Source: an optimization exercise on an open RTL-to-GDS flow (aim: small area, a short achievable clock period and few clock cycles per item). Production flows keep margins and buffers that such runs may drop. RTL that was checked went through simulation tests only; none was proved equivalent to the original. The RTL of runs 2 and 3 was laid out without a check of its function. No activity file was given, so power comes from the tool's default toggle rates.

==> flow/design.v (outline; a module is shown in full before it is edited, if it fits) <==
// module matvecmult: 2232 lines
// module mv_fa: 4 lines
// module mv_add7: 3 lines
// module mv_or2: 3 lines
// module mv_xnor2: 3 lines
module matvecmult(
    CLK,
    RST,
    vector_x,
    vector_b,
    vector_y,
    Q,
    A,
    finish
);
  // ...
==> flow/flow/run.sh <==
#!/bin/bash
set -euo pipefail
export BUFFER_PORTS_ARGS="-buffer_cell sky130_fd_sc_hd__buf_2"
bash standard.sh > standard_make.log 2>&1
==> flow/standard.sh <==
#!/bin/bash
# synth_recipe.tcl (not shown) runs the flow's synth.tcl, then flattens the netlist and writes it again
# the make line also repeats each setting of config.mk as NAME=value (left out here)
make -C /OpenROAD-flow-scripts/flow DESIGN_CONFIG=/design/flow/config.mk WORK_HOME=/design/flow/orfs CLKGATE_MAP_FILE= SYNTH_SCRIPT=/design/flow/synth_recipe.tcl "${@:-finish}"
==> flow/config.mk <==
export PLATFORM = sky130hd
export DESIGN_NAME = matvecmult
export DESIGN_NICKNAME = matvecmult
export VERILOG_FILES = /design/flow/design.v
export SDC_FILE = /design/flow/constraint.sdc
export NUM_CORES = 4
export LEC_CHECK = 0
export CAP_MARGIN = 20
export CORE_MARGIN = 2
export CORE_UTILIZATION = 40
export SLEW_MARGIN = 20
export SYNTH_HIERARCHICAL = 1
export SYNTH_MINIMUM_KEEP_SIZE = 0
==> flow/constraint.sdc <==
create_clock -name core_clock -period 10.0 [get_ports {CLK}]
set_input_delay 2.0000 -clock core_clock [delete_from_list [all_inputs] [get_ports {CLK}]]
set_output_delay 2.0000 -clock core_clock [all_outputs]
set_load 0.01 [all_outputs]
==> flow_results.org, run 1 <==
** Setup path
- Worst path required time :: around 10 ns
- Measured in cells, the most critical reg-to-reg path has a length of 8.
- Counting both buffers and inverters, the worst setup path holds a total of 1.
- The worst register-to-register path begins at cut1[36].
- Endpoint of the worst setup timing path :: cut1[41]
- Nature of the critical path startpoint :: input pin
- Type of the setup path with the least slack :: input pin to register

** Placed design
- Routability congestion estimate :: roughly 0.9

** Routing
- Detailed-route wire length :: ~50 mm
- The routed design uses 3.513 mm of met3 wire.

** GRT
- For met1 alone, demand over resource in global routing was 32.95%.
- Aggregate global routing overflow :: 0
- Global-route wire length before repair :: about 74 mm

** Pwr
- Sequential logic power :: roughly 1700 uW
- Power consumed by combinational cells :: ~4400 uW
- Per report_power, the combinational group accounts for around 63% of the total.
- Of the total power, the clock network draws a little over an eighth.

** Logic synthesis
- Dominant cell by count in the synthesized netlist :: sky130_fd_sc_hd__nand2_1
- Number of enable-type register cells in the synthesized netlist :: 120
- The most used flip-flop cell after synthesis is sky130_fd_sc_hd__edfxtp_1.
- The synthesized design contains 239 register bits.
- The top cell type by area accounts for 31.67% of the synthesized area.
- Post-synthesis share of cell area spent on xor and xnor gates :: between 10% and 20%

** Finish
- Summing all multi-input logic gate instances after layout gives 0.009893 mm2.
- More flip-flops sit in one register than any other, and that register is y_r.
- Of all the cell area in the finished design, the clock network holds under 10%.
- Of all the cell area in the finished design, non-clock buffers hold between 10% and 20%.
- Inverters :: 19
- In the layout the commonest cells are 486 x sky130_fd_sc_hd__buf_2, 470 x sky130_fd_sc_hd__nand2_1, 256 x sky130_fd_sc_hd__fa_1, 199 x sky130_fd_sc_hd__xnor2_1, 120 x sky130_fd_sc_hd__edfxtp_1.

** Clock tree
- Number of instances resized during post-cts repair :: 0

** Run status
- The flow ran to the end and the layout has no timing, DRC or antenna violations.

** Die
- Die outline height :: 205.1 um

** STA
- At the pin with the least slew margin, the transition time is 0.9323 ns.
Testbench counts, summed over its fixed seeds: cycles 43,200, items 2,400.
==> run 2, diff against run 1 <==
--- a/flow/design.v
+++ b/flow/design.v
@@ -2062,17 +2062,17 @@
 mv_fa us1073 (.a(k1_38), .b(k1_39), .c(k1_40), .s(s1073), .co(c1074));
 mv_fa us1075 (.a(k1_41), .b(k1_42), .c(k1_43), .s(s1075), .co(c1076));
 mv_fa us1077 (.a(c1050), .b(c1052), .c(c1054), .s(s1077), .co(c1078));
 mv_fa us1079 (.a(c1056), .b(s1065), .c(s1067), .s(s1079), .co(c1080));
 mv_fa us1081 (.a(s1069), .b(s1071), .c(s1073), .s(s1081), .co(c1082));
 mv_fa us1083 (.a(s1075), .b(c1058), .c(c1060), .s(s1083), .co(c1084));
 mv_fa us1085 (.a(s1077), .b(s1079), .c(s1081), .s(s1085), .co(c1086));
 mv_fa us1087 (.a(c1062), .b(s1083), .c(s1085), .s(s1087), .co(c1088));
-mv_xnor2 us1089 (.a(c1064), .b(s1087), .s(s1089));
+mv_xor2 us1089 (.a(c1064), .b(s1087), .s(s1089));
 assign c1090 = c1064 | s1087;
 mv_fa us1091 (.a(k1_44), .b(k1_45), .c(k1_46), .s(s1091), .co(c1092));
 mv_fa us1093 (.a(k1_47), .b(k1_48), .c(k1_49), .s(s1093), .co(c1094));
 mv_fa us1095 (.a(k1_50), .b(k1_51), .c(k1_52), .s(s1095), .co(c1096));
 mv_fa us1097 (.a(k1_53), .b(k1_54), .c(k1_55), .s(s1097), .co(c1098));
 mv_fa us1099 (.a(k1_56), .b(k1_57), .c(k1_58), .s(s1099), .co(c1100));
 mv_fa us1101 (.a(k1_59), .b(k1_60), .c(k1_61), .s(s1101), .co(c1102));
 mv_fa us1103 (.a(k1_62), .b(k1_63), .c(k1_64), .s(s1103), .co(c1104));
@@ -2080,17 +2080,17 @@
 mv_fa us1107 (.a(c1072), .b(c1074), .c(c1076), .s(s1107), .co(c1108));
 mv_fa us1109 (.a(s1091), .b(s1093), .c(s1095), .s(s1109), .co(c1110));
 mv_fa us1111 (.a(s1097), .b(s1099), .c(s1101), .s(s1111), .co(c1112));
 mv_fa us1113 (.a(s1103), .b(c1078), .c(c1080), .s(s1113), .co(c1114));
 mv_fa us1115 (.a(c1082), .b(s1105), .c(s1107), .s(s1115), .co(c1116));
 mv_fa us1117 (.a(s1109), .b(s1111), .c(c1084), .s(s1117), .co(c1118));
 mv_fa us1119 (.a(c1086), .b(s1113), .c(s1115), .s(s1119), .co(c1120));
 mv_fa us1121 (.a(s1117), .b(c1088), .c(s1119), .s(s1121), .co(c1122));
-mv_xnor2 us1123 (.a(c1090), .b(s1121), .s(s1123));
+mv_xor2 us1123 (.a(c1090), .b(s1121), .s(s1123));
 assign c1124 = c1090 | s1121;
 mv_xnor2 us1125 (.a(k1_65), .b(k1_66), .s(s1125));
 mv_xnor2 us1126 (.a(k1_67), .b(k1_68), .s(s1126));
 mv_xnor2 us1127 (.a(k1_69), .b(k1_70), .s(s1127));
 mv_xnor2 us1128 (.a(k1_71), .b(k1_72), .s(s1128));
 mv_xnor2 us1129 (.a(k1_73), .b(k1_74), .s(s1129));
 mv_xnor2 us1130 (.a(k1_75), .b(k1_76), .s(s1130));
 mv_xnor2 us1131 (.a(k1_77), .b(k1_78), .s(s1131));
@@ -2119,17 +2119,17 @@
 mv_xnor2 us1154 (.a(s1150), .b(s1151), .s(s1154));
 mv_xnor2 us1155 (.a(s1152), .b(c1114), .s(s1155));
 mv_xnor2 us1156 (.a(c1116), .b(s1153), .s(s1156));
 mv_xnor2 us1157 (.a(s1154), .b(s1155), .s(s1157));
 mv_xnor2 us1158 (.a(s1156), .b(c1118), .s(s1158));
 mv_xnor2 us1159 (.a(c1120), .b(s1157), .s(s1159));
 mv_xnor2 us1160 (.a(s1158), .b(s1159), .s(s1160));
 mv_xnor2 us1161 (.a(c1122), .b(s1160), .s(s1161));
-mv_xnor2 us1162 (.a(c1124), .b(s1161), .s(s1162));
+mv_xor2 us1162 (.a(c1124), .b(s1161), .s(s1162));
 reg [86:0] cut1;
 wire k1_0 = cut1[0];
 wire k1_1 = cut1[1];
 wire k1_2 = cut1[2];
 wire k1_3 = cut1[3];
 wire k1_4 = cut1[4];
 wire k1_5 = cut1[5];
 wire k1_6 = cut1[6];
@@ -2213,17 +2213,17 @@
 wire k1_84 = cut1[84];
 wire k1_85 = cut1[85];
 wire k1_86 = cut1[86];
 always @(posedge CLK)
     cut1 <= {s1036, s1035, s1034, s1033, s1032, s1031, c881, c879, c877, c875, s1030, s1029, s1028, s1027, s1026, s1025, c873, c871, c869, c867, c865, c863, s880, s878, s876, s874, s872, s870, s868, s866, s864, s862, c753, c751, c749, s860, s858, c747, c745, c743, c741, c739, c737, s752, s750, s748, s746, s744, s742, s740, c649, c647, s738, s736, c645, c643, c641, c639, c637, s734, s732, s648, s646, s644, s642, s640, s638, c567, c565, s636, c563, c561, c559, s634, s566, s564, s562, s560, s558, c507, c505, s506, s504, c471, s502, s500, s470};
 reg b0_1;
 always @(posedge CLK)
     b0_1 <= bsel[0];
-wire [6:0] sum = ~{s1162, s1123, s1089, s1063, s1047, s1039, k1_0};
+wire [6:0] sum = {s1162, s1123, s1089, ~s1063, ~s1047, ~s1039, ~k1_0};
 always @(posedge CLK) begin
     if (val[2])
         for (i = 0; i < 15; i = i + 1)
             y_r[i] <= y_r[i + 1];
     y_r[15] <= {sum, b0_1};
 end
 genvar g;
 generate for (g = 0; g < 16; g = g + 1) begin : gy
@@ -2235,11 +2235,14 @@
 assign co = (a & b) | (a & c) | (b & c);
 endmodule
 module mv_add7(input [6:0] a, input [6:0] b, output [6:0] s);
 assign s = ~a + ~b;
 endmodule
 module mv_or2(input a, input b, output y);
 assign y = a | b;
 endmodule
+module mv_xor2(input a, input b, output s);
+assign s = a ^ b;
+endmodule
 module mv_xnor2(input a, input b, output s);
 assign s = ~(a ^ b);
 endmodule
==> flow/flow/run.sh (replaced) <==
#!/bin/bash
set -euo pipefail
export PRE_GLOBAL_PLACE_TCL="$PWD/flow/buffer_ports.tcl"
bash standard.sh > standard_make.log 2>&1
==> flow/flow/buffer_ports.tcl (new file) <==
# Port buffers: buf_2 on the inputs (they fan out to several gates), buf_1 on
# the outputs.  Replaces the single buffer_ports call of global_place.tcl.
rename buffer_ports my_orig_buffer_ports
proc buffer_ports {args} {
  my_orig_buffer_ports -inputs -buffer_cell sky130_fd_sc_hd__buf_2
  my_orig_buffer_ports -outputs -buffer_cell sky130_fd_sc_hd__buf_1
}
==> run 2 against run 1 <==
Against the previous run: critical path type unchanged; largest power group unchanged; die area is essentially flat; utilization fell by 0.28 points; largest cell class unchanged; total power down 4.8%; highest routed layer is now met4; still clean; non-clock buffer count unchanged; design area decreased by 0.56%; flip-flop and latch count unchanged.
==> flow_results.org, run 2 <==
** Finish
- The largest register by flop count is y_r (unchanged).
- Registers with the most flip-flops: y_r: 128 flops, cut1: 87 flops, bsel: 8 flops (unchanged).
- The ratio of cells with drive above 1 in the final layout is 22.32% (was 29.20%).
- Total number of nets in the final design :: 2505 (was 2507)
- The post-layout instance area is 0.01988 mm2 (was 0.02000 mm2).
- Most common cell after layout, fill and taps aside :: sky130_fd_sc_hd__nand2_1 (was sky130_fd_sc_hd__buf_2)
- Area growth, synth to finish :: 22.96% (was 23.57%)
- The flip-flop count of the largest register after layout was 128 (unchanged).
- Commonest cells after routing, fill and taps aside: 470 x sky130_fd_sc_hd__nand2_1, 353 x sky130_fd_sc_hd__buf_2, 256 x sky130_fd_sc_hd__fa_1, 196 x sky130_fd_sc_hd__xnor2_1, 133 x sky130_fd_sc_hd__buf_1 (was 486 x sky130_fd_sc_hd__buf_2, 470 x sky130_fd_sc_hd__nand2_1, 256 x sky130_fd_sc_hd__fa_1, 199 x sky130_fd_sc_hd__xnor2_1, 120 x sky130_fd_sc_hd__edfxtp_1).
- The number of filler instances in the final layout was 3725 (was 3743).

** STA
- Maximum operating frequency :: 0.2762 GHz (was 0.2745 GHz)
- Final number of hold-violating endpoints :: 0 (unchanged)
- Worst setup skew after layout :: 0.01518 ns (was 0.01971 ns)
- Transition time at the pin with the least slew margin :: 1.031 ns (was 0.9323 ns)
- The period utilization was 36.21% (was 36.43%).
- The total negative setup slack came to 0 ns (unchanged).
- Relative max-transition margin :: 31.23% (was 37.85%)
- Fin. max-slew vios :: 0 (unchanged)
- Clock period minus worst slack :: 3.621 ns (was 3.643 ns)
- The count of final setup violators is 0 (unchanged).
- RSZ-0062 raised after global routing :: false (unchanged)

** Pwr
- Areal power density over the cells :: 334.8 mW/mm2 (was 349.8 mW/mm2)
- The highest ir drop seen on vdd was 859.0 uV (was 836.9 uV).
- Leakage power :: 0.007607 uW (was 0.007964 uW)

** Clock tree
- The clock sink count is 239 (unchanged).
- The clock tree from TritonCTS is built (unchanged).
- # H-tree levels :: 1 (unchanged)
- Setup Fix Bufs, Post-CTS :: 0 (unchanged)
- The later-pin clock latency in the skew report is 0.53 ns (was 0.54 ns).
- CTS Hold Buffers Added :: 0 (unchanged)
- The number of buffers between clock root and the deepest sink is 3 (unchanged).
- The clock-pin slew reported for the worst setup and hold paths after clock tree synthesis is 0.06 ns (about the same).
- The TritonCTS buffer count is 27 (was 26).
- The cell chosen for the clock root was sky130_fd_sc_hd__clkbuf_16 (unchanged).
- The total of cells resized after clock tree synthesis came to 0 (unchanged).

** Die
- Num rows :: 73 (unchanged)
- Die outline height :: 205.1 um (about the same)
- Floorplan core area :: 0.03982 mm2 (unchanged)
- The top-level I/O count was 519 (unchanged).
- The die outline width is 205.1 um (about the same).
- Die outline area :: 0.04205 mm2 (was 0.04208 mm2)
- Effective utilization at floorplan :: 40.61% (was 40.63%)

** Logic synthesis
- Proportion of register bits with asynchronous set or reset after synthesis :: 4.603% (unchanged)
- Number of warnings reported in the yosys synthesis log :: 8 (unchanged)
- The number of nets produced by synthesis is 2012 (was 2015).
- The post-synthesis cell count is 1364 (was 1367).
- The unique cell type count in the Yosys netlist was 44 (unchanged).
- The most repeated cell in the gate-level netlist after synthesis is sky130_fd_sc_hd__nand2_1 (unchanged).
- The register bit total from synthesis was 239 (unchanged).
- Synthesized area per cell :: 11.86 um2 (was 11.84 um2)
- Sequential element share of the synthesized area :: 37.36% (was 37.33%)
- Leading post-synthesis cells by instance count :: 470 x sky130_fd_sc_hd__nand2_1, 256 x sky130_fd_sc_hd__fa_1, 196 x sky130_fd_sc_hd__xnor2_1, 120 x sky130_fd_sc_hd__edfxtp_1, 108 x sky130_fd_sc_hd__dfxtp_1 (was 470 x sky130_fd_sc_hd__nand2_1, 256 x sky130_fd_sc_hd__fa_1, 199 x sky130_fd_sc_hd__xnor2_1, 120 x sky130_fd_sc_hd__edfxtp_1, 108 x sky130_fd_sc_hd__dfxtp_1)
- Top cell type by total area after synthesis :: sky130_fd_sc_hd__fa_1 (unchanged)
- Leading cell types by total area after synthesis :: sky130_fd_sc_hd__fa_1 32%, sky130_fd_sc_hd__edfxtp_1 22%, sky130_fd_sc_hd__dfxtp_1 13%, sky130_fd_sc_hd__nand2_1 11%, sky130_fd_sc_hd__xnor2_1 11% (unchanged)
- The post-synthesis cell area came to 0.01617 mm2 (was 0.01618 mm2).
- The area fraction of the dominant cell type after synthesis was 31.69% (was 31.67%).
- The most used flip-flop cell after synthesis was sky130_fd_sc_hd__edfxtp_1 (unchanged).
- Number of enable-type register cells in the synthesized netlist :: 120 (unchanged)

** Routing
- The first-pass iteration count of the detailed router is 7 (was 5).
- Vias per inst :: 4.890 (was 4.898)
- Count of vias placed by the detailed router :: 11800 (was 11810)
- Drt wl/cell :: 20.89 um (was 20.80 um)
- The number of DRC markers in iteration 0 was 650 (was 730).
- Detailed-route wire length :: 50.41 mm (was 50.16 mm)
- The remaining number of nets flagged by the antenna check after routing is 0 (unchanged).
- Residual DRC count :: 0 (unchanged)

** Setup path
- Type of the setup path with the least slack :: input pin to register (unchanged)
- Max FO, Critical Path :: 7 (unchanged)
- Worst path required time :: 10.40 ns (was 10.41 ns)
- The nature of the critical path endpoint is a register (unchanged).
- The sort of element at the start of the critical path is an input pin (unchanged).
- Worst EP arrival :: 4.02 ns (was 4.05 ns)

** GRT
- Aggregate global routing overflow :: 0 (unchanged)
- Global-route wire length before repair :: 74.14 mm (unchanged)
- Total global-route track usage :: 23.85% (was 23.84%)
- The via count of the first global-routing pass came to 12280 (was 12480).
- Antenna violations before repair :: 10 (was 9)
- Largest net degree at the start of global routing :: 88 (was 80)

** Placed design
- The quantity of I/O buffers inserted on ports was 486 (unchanged).
- The HPWL after detailed placement came to 43.39 mm (was 43.18 mm).
- The post-place instance area was 0.01894 mm2 (was 0.01912 mm2).
- The final weighted congestion in routability-driven placement was 0.8980 (was 0.8972).

** Run status
- Result of the run: complete, no violations (unchanged).

** Hold path
- The classification of the worst-slack hold path is register to register (unchanged).

** Flow run
- The count of maximum capacitance violations was 0 (unchanged).
[run 2: changes by cell type in the layout (fill, tap and decap cells not counted), sizes merged]
cell	delta
inv	-5
diode	+2
xnor2	-3
clkinvlp	+2
clkbuf	-1
clkinv	+3
xor2	+3
bufinv	+1
[run 2: logic make-up after synthesis]
family | count (synthesis) | synth area share, %
mux | 42 | 2.700
compound gates | 76 | 3.459
buf+inv | 41 | 1.478
simple gates | 504 | 12.02
flops | 239 | 37.36
xor+xnor | 200 | 10.83
fa+ha+maj | 262 | 32.16
[run 2: stage by stage]
step	util, %	power (uW)	instances	hold slack [ns]	setup slack [ns]
after detailed placement	47.57	5734	2353	0.3133	5.867
after CTS	49.86	6758	2402	0.3261	6.415
after global placement	47.57	5637	2353	0.3099	5.866
final	49.93	6657	2413	0.3241	6.379
after floorplan	-	4578	1364	0.3096	6.338
after global routing	49.91	7149	2410	0.3321	6.369
[run 2: area by class of cell]
class	count	area (um2)	share of cell area, %
Inverter	16	60.06	0.3021
Clock inverter	18	190.2	0.9565
Timing Repair Buffer	489	2288	11.51
Sequential cell	239	6045	30.40
Clock buffer	31	721.9	3.631
Tap cell	525	656.9	3.304
Antenna cell	11	27.53	0.1384
Multi-Input combinational cell	1084	9893	49.76
[run 2: where the power goes]
group / internal [uW] / switching [uW]
registers: 1440 / 220
clock network: 599 / 404
logic: 1890 / 2100
total: 3930 / 2730
[run 2: Yosys stat by module (local to each module, per instance)]
| module | cells | copies in the design |
|---|---|---|
| mv_xnor2 | 1 | 192 |
| mv_or2 | 1 | 1 |
| mv_xor2 | 1 | 3 |
| mv_fa | 1 | 255 |
| matvecmult | 913 | 1 |
[run 2: worst paths after layout]
kind                       depth (start not counted)      from         end  slack (ns)
max in group asynchronous                          2       RST      cnt[1]        8.18
setup reg to reg                                   7  cut1[26]  y_r[15][7]        6.53
min in group asynchronous                          2       RST        done        1.49
hold / removal                                     0    val[1]      val[2]        0.32
hold reg to reg                                    0    val[1]      val[2]        0.32
setup / recovery                                   5      Q[0]    cut1[64]        6.38
[run 2: metal layers]
layer | vias up | part of all wire (%) | global-route usage, %
li1 | 5429 | - | -
met1 | 5878 | 42 | 32.43
met3 | 42 | 6.8 | 3.977
met4 | 0 | 1.5 | 5.242
met2 | 450 | 49 | 40.18
met5 | - | 0 | 0
[run 2: critical path, stage by stage]
cell and delay (ns):
sky130_fd_sc_hd__buf_2 0.27, sky130_fd_sc_hd__nand2_1 0.15, sky130_fd_sc_hd__fa_1 0.51, sky130_fd_sc_hd__fa_1 0.64, sky130_fd_sc_hd__fa_1 0.44
==> run 3, diff against run 2 <==
--- a/flow/config.mk
+++ b/flow/config.mk
@@ -8,5 +8,6 @@
 export CAP_MARGIN = 20
 export CORE_MARGIN = 2
-export CORE_UTILIZATION = 40
+export CORE_UTILIZATION = 55
+export PLACE_DENSITY = 0.7
 export SLEW_MARGIN = 20
 export SYNTH_HIERARCHICAL = 1
==> run 3 against run 2 <==
Against the previous run: clock power shrank 11%; register-to-register slack is essentially flat; sequential share of layout area grew 0.48 points; worst hold slack gained 0.0030 ns; flip-flop and latch count is the same; clock skew shrank 0.0054 ns; synthesized area is the same; sequential power is essentially flat; combinational power shrank 2%; critical endpoint is now cut1[41]; largest cell class unchanged; highest routed layer is now met5.
==> flow_results.org, run 3 <==
** Setup path
- Worst EP arrival :: 4.00 ns (was 4.02 ns)
- Worst r2r path cells :: 7 (unchanged)
- The sort of element at the start of the critical path was an input pin (unchanged).
- The nature of the critical path endpoint is a register (unchanged).
- Critical R2R Launch :: cut1[26] (unchanged)
- Type of the setup path with the least slack :: input pin to register (unchanged)
- The highest fanout seen on the critical path is 7 (unchanged).
- The register-to-register path setup slack came to 6.54 ns (was 6.53 ns).
- Worst path required time :: 10.40 ns (about the same)
- The end of the worst register-to-register path was y_r[15][7] (unchanged).

** Clock tree
- Clock transition at the registers of the reported paths :: 0.06 ns (about the same)
- Maximum root-to-sink buffer count :: 3 (unchanged)
- Worst-Skew Late Latency :: 0.53 ns (about the same)
- The clock sink count was 239 (unchanged).
- The TritonCTS buffer count was 25 (was 27).
- The number of buffers added to fix hold violations after cts is 0 (unchanged).
- Root Buffer :: sky130_fd_sc_hd__clkbuf_16 (unchanged)
- The H-tree depth was 1 (unchanged).
- The clock tree from TritonCTS was built (unchanged).
- The number of buffers inserted by post-CTS setup repair is 0 (unchanged).
- Number of instances resized during post-cts repair :: 0 (unchanged)

** STA
- RSZ-0062 raised after global routing :: false (unchanged)
- Clock period minus worst slack :: 3.594 ns (was 3.621 ns)
- The total negative setup slack came to 0 ns (unchanged).
- Relative max-transition margin :: 36.65% (was 31.23%)
- Maximum operating frequency :: 0.2782 GHz (was 0.2762 GHz)
- The number of endpoints with negative hold slack in the final report was 0 (unchanged).
- Minimum hold slack :: 0.3272 ns (was 0.3241 ns)
- Transition time at the pin with the least slew margin :: 0.9503 ns (was 1.031 ns)
- The period utilization came to 35.94% (was 36.21%).
- Setup violators final :: 0 (unchanged)
- The final-report max-slew violation count is 0 (unchanged).
- Worst setup skew after layout :: 0.009755 ns (was 0.01518 ns)

** Hold path
- The worst hold path depth is 0 (unchanged).
- The worst hold endpoint is b0_1 (was val[2]).
- Hold Crit Class :: register to register (unchanged)
- Beginning of the worst hold path :: bsel[0] (was val[1])

** Logic synthesis
- Unique cell type count in the Yosys netlist :: 44 (unchanged)
- Number of enable-type register cells in the synthesized netlist :: 120 (unchanged)
- Leading cell types by total area after synthesis: sky130_fd_sc_hd__fa_1 32%, sky130_fd_sc_hd__edfxtp_1 22%, sky130_fd_sc_hd__dfxtp_1 13%, sky130_fd_sc_hd__nand2_1 11%, sky130_fd_sc_hd__xnor2_1 11% (unchanged).
- The post-synthesis cell area is 0.01617 mm2 (unchanged).
- The most used flip-flop cell after synthesis is sky130_fd_sc_hd__edfxtp_1 (unchanged).
- Top cell type by total area after synthesis :: sky130_fd_sc_hd__fa_1 (unchanged)
- Synthesized instance count :: 1364 (unchanged)
- The total number of yosys warnings is 8 (unchanged).
- Dominant cell by count in the synthesized netlist :: sky130_fd_sc_hd__nand2_1 (unchanged)
- Top cell type's share of synthesized area :: 31.69% (unchanged)
- Sequential element share of the synthesized area :: 37.36% (unchanged)
- Synthesized netlist net count :: 2012 (unchanged)
- The mean area per synthesized cell was 11.86 um2 (unchanged).
- Proportion of register bits with asynchronous set or reset after synthesis :: 4.603% (unchanged)
- The register bit total from synthesis was 239 (unchanged).
- Leading post-synthesis cells by instance count :: 470 x sky130_fd_sc_hd__nand2_1, 256 x sky130_fd_sc_hd__fa_1, 196 x sky130_fd_sc_hd__xnor2_1, 120 x sky130_fd_sc_hd__edfxtp_1, 108 x sky130_fd_sc_hd__dfxtp_1 (unchanged)

** Routing
- The post-detailed-route DRC marker count was 0 (unchanged).
- The remaining number of nets flagged by the antenna check after routing is 0 (unchanged).
- The total wirelength of the detailed-routed design came to 47.18 mm (was 50.41 mm).
- Starting DRC count in detailed routing :: 857 (was 650)
- The total number of vias is 12060 (was 11800).
- The first-pass iteration count of the detailed router is 5 (was 7).
- Drt wl/cell :: 20.84 um (was 20.89 um)
- Vias per inst :: 5.329 (was 4.890)

** Finish
- Commonest cells after routing, fill and taps aside :: 470 x sky130_fd_sc_hd__nand2_1, 353 x sky130_fd_sc_hd__buf_2, 256 x sky130_fd_sc_hd__fa_1, 196 x sky130_fd_sc_hd__xnor2_1, 133 x sky130_fd_sc_hd__buf_1 (unchanged)
- The ratio of cells with drive above 1 in the final layout was 21.94% (was 22.32%).
- The most frequent standard cell in the layout excluding fill and tap cells is sky130_fd_sc_hd__nand2_1 (unchanged).
- Registers with the most flip-flops: y_r: 128 flops, cut1: 87 flops, bsel: 8 flops (unchanged).
- Area growth, synth to finish :: 21.06% (was 22.96%)
- Final standard cell count with taps included and fillers excluded :: 2264 (was 2413)
- Largest register FFs :: 128 (unchanged)
- The largest register by flop count was y_r (unchanged).
- The net count of the finished layout came to 2503 (was 2505).

** Placed design
- Port bufs :: 486 (unchanged)
- Routability congestion estimate :: 0.9301 (was 0.8980)
- Total instance count after detailed placement :: 2212 (was 2353)
- DPL Wire Length :: 40.01 mm (was 43.39 mm)

** Die
- The die outline width came to 175.5 um (was 205.1 um).
- The total core area came to 0.02886 mm2 (was 0.03982 mm2).
- The total die area was 0.03079 mm2 (was 0.04205 mm2).
- Top-Level Pins :: 519 (unchanged)
- Num rows :: 62 (was 73)
- The die span in y is 175.5 um (was 205.1 um).
- Effective utilization at floorplan :: 56.04% (was 40.61%)

** GRT
- The global-route usage over all layers is 30.66% (was 23.85%).
- The number of antenna violations at the first check in global routing is 9 (was 10).
- Aggregate global routing overflow :: 0 (unchanged)
- Global-route wire length before repair :: 70.90 mm (was 74.14 mm)
- The largest net degree at the start of global routing is 80 (was 88).
- The via count of the first global-routing pass was 12650 (was 12280).

** Pwr
- The final total power came to 6476 uW (was 6657 uW).
- Peak supply drop :: 586.0 uV (was 859.0 uV)
- Areal power density over the cells :: 330.8 mW/mm2 (was 334.8 mW/mm2)
- Leakage power :: 0.007547 uW (was 0.007607 uW)

** Run status
- Result of the run :: complete, no violations (unchanged)

** Flow run
- Number of violations of the max-capacitance limit :: 0 (unchanged)
==> run 3: per-layer routing <==
layer	global-route usage (%)	part of all wire [%]
met1	40.09	39
met3	4.351	7.1
met5	0	0.045
met4	5.992	1.5
met2	55.09	52
==> run 3: logic make-up (layout without fill, tap and decap cells) <==
family,after synthesis,in the layout,synth area share [%]
xor gates and xnor gates,200,200,10.83
muxes,42,42,2.700
and+or+nand+nor,504,504,12.02
DFF,239,239,37.36
other,0,7,0
AOI/OAI and AO/OA,76,76,3.459
buffers and inverters,41,550,1.478
adders and majority gates,262,262,32.16
==> run 3: where the power goes <==
part,switching (uW),total (uW),internal [uW]
clock,395,892,497
sequential,217,1650,1430
combinational,2080,3930,1850
total,2690,6480,3780
==> run 3: layout make-up <==
type                       instances  area, um2
clock buffer                      31      689.4
inverter                          16      60.06
antenna                            7      17.52
multi-input combinational       1084       9893
sequential                       239       6045
clock inverter                    14      102.6
timing repair buffer             489       2288
fill                            2301       9281
tap                              384      480.5
==> run 3: critical path, stage by stage <==
cell and delay (ns):
sky130_fd_sc_hd__buf_2 0.24, sky130_fd_sc_hd__nand2_1 0.21, sky130_fd_sc_hd__fa_1 0.48, sky130_fd_sc_hd__fa_1 0.55, sky130_fd_sc_hd__fa_1 0.51
==> run 3: per-stage QoR <==
stage / setup slack [ns] / area [um2] / util (%)
floorplan: 6.338 / 16170 / -
global placement: 5.922 / 18770 / 65.03
detailed placement: 5.897 / 18770 / 65.03
CTS: 6.445 / 19560 / 67.78
global route: 6.399 / 19570 / 67.82
finish: 6.406 / 19580 / 67.84
==> run 3: worst max-delay path by stage <==
stage,depth (start not counted),slack (ns),start,endpoint
floorplan,4,6.34,Q[73],cut1[12]
global placement,5,5.92,Q[0],cut1[41]
detailed placement,5,5.90,Q[0],cut1[41]
CTS,5,6.44,Q[0],cut1[41]
global route,5,6.40,Q[120],cut1[64]
finish,5,6.41,Q[0],cut1[41]
==> run 3: per-module statistics from Yosys (local to each module, per instance) <==
module / times used / cell area [um2]
matvecmult: 1 / 9351
mv_fa: 255 / 20.02
mv_or2: 1 / 6.256
mv_xnor2: 192 / 8.758
mv_xor2: 3 / 8.758

port drivers added, routing unchanged:
How much do the figures lean on ideal ports? The routed layouts below were timed once more, with nothing changed but the port constraints. Step 1 (the two cells are an assumption about what drives the block):
set clk [get_ports {CLK}]
set_driving_cell -lib_cell sky130_fd_sc_hd__clkbuf_16 $clk
set_driving_cell -lib_cell sky130_fd_sc_hd__buf_2 [delete_from_list [all_inputs] $clk]
Step 2, shift: input delay + t, output delay - t, t = (earliest + latest rising clock arrival at the registers) / 2. This alone moves slack from input paths to output paths. a / b / c = no drivers / after step 1 / after step 2; a / b = the first two.
run	t (ns)	setup WS [ns]	cell pins on the clock port's net
run 1	0.580	6.357 / 6.387 / 5.807	1
run 2	0.571	6.379 / 6.405 / 5.833	1
run 3	0.577	6.406 / 6.434 / 5.858	1
After both steps setup and hold are still met in every run listed. For run 1, which loses most, drivers alone change the setup slack by +0.030 ns; drivers and shift together by -0.550 ns.
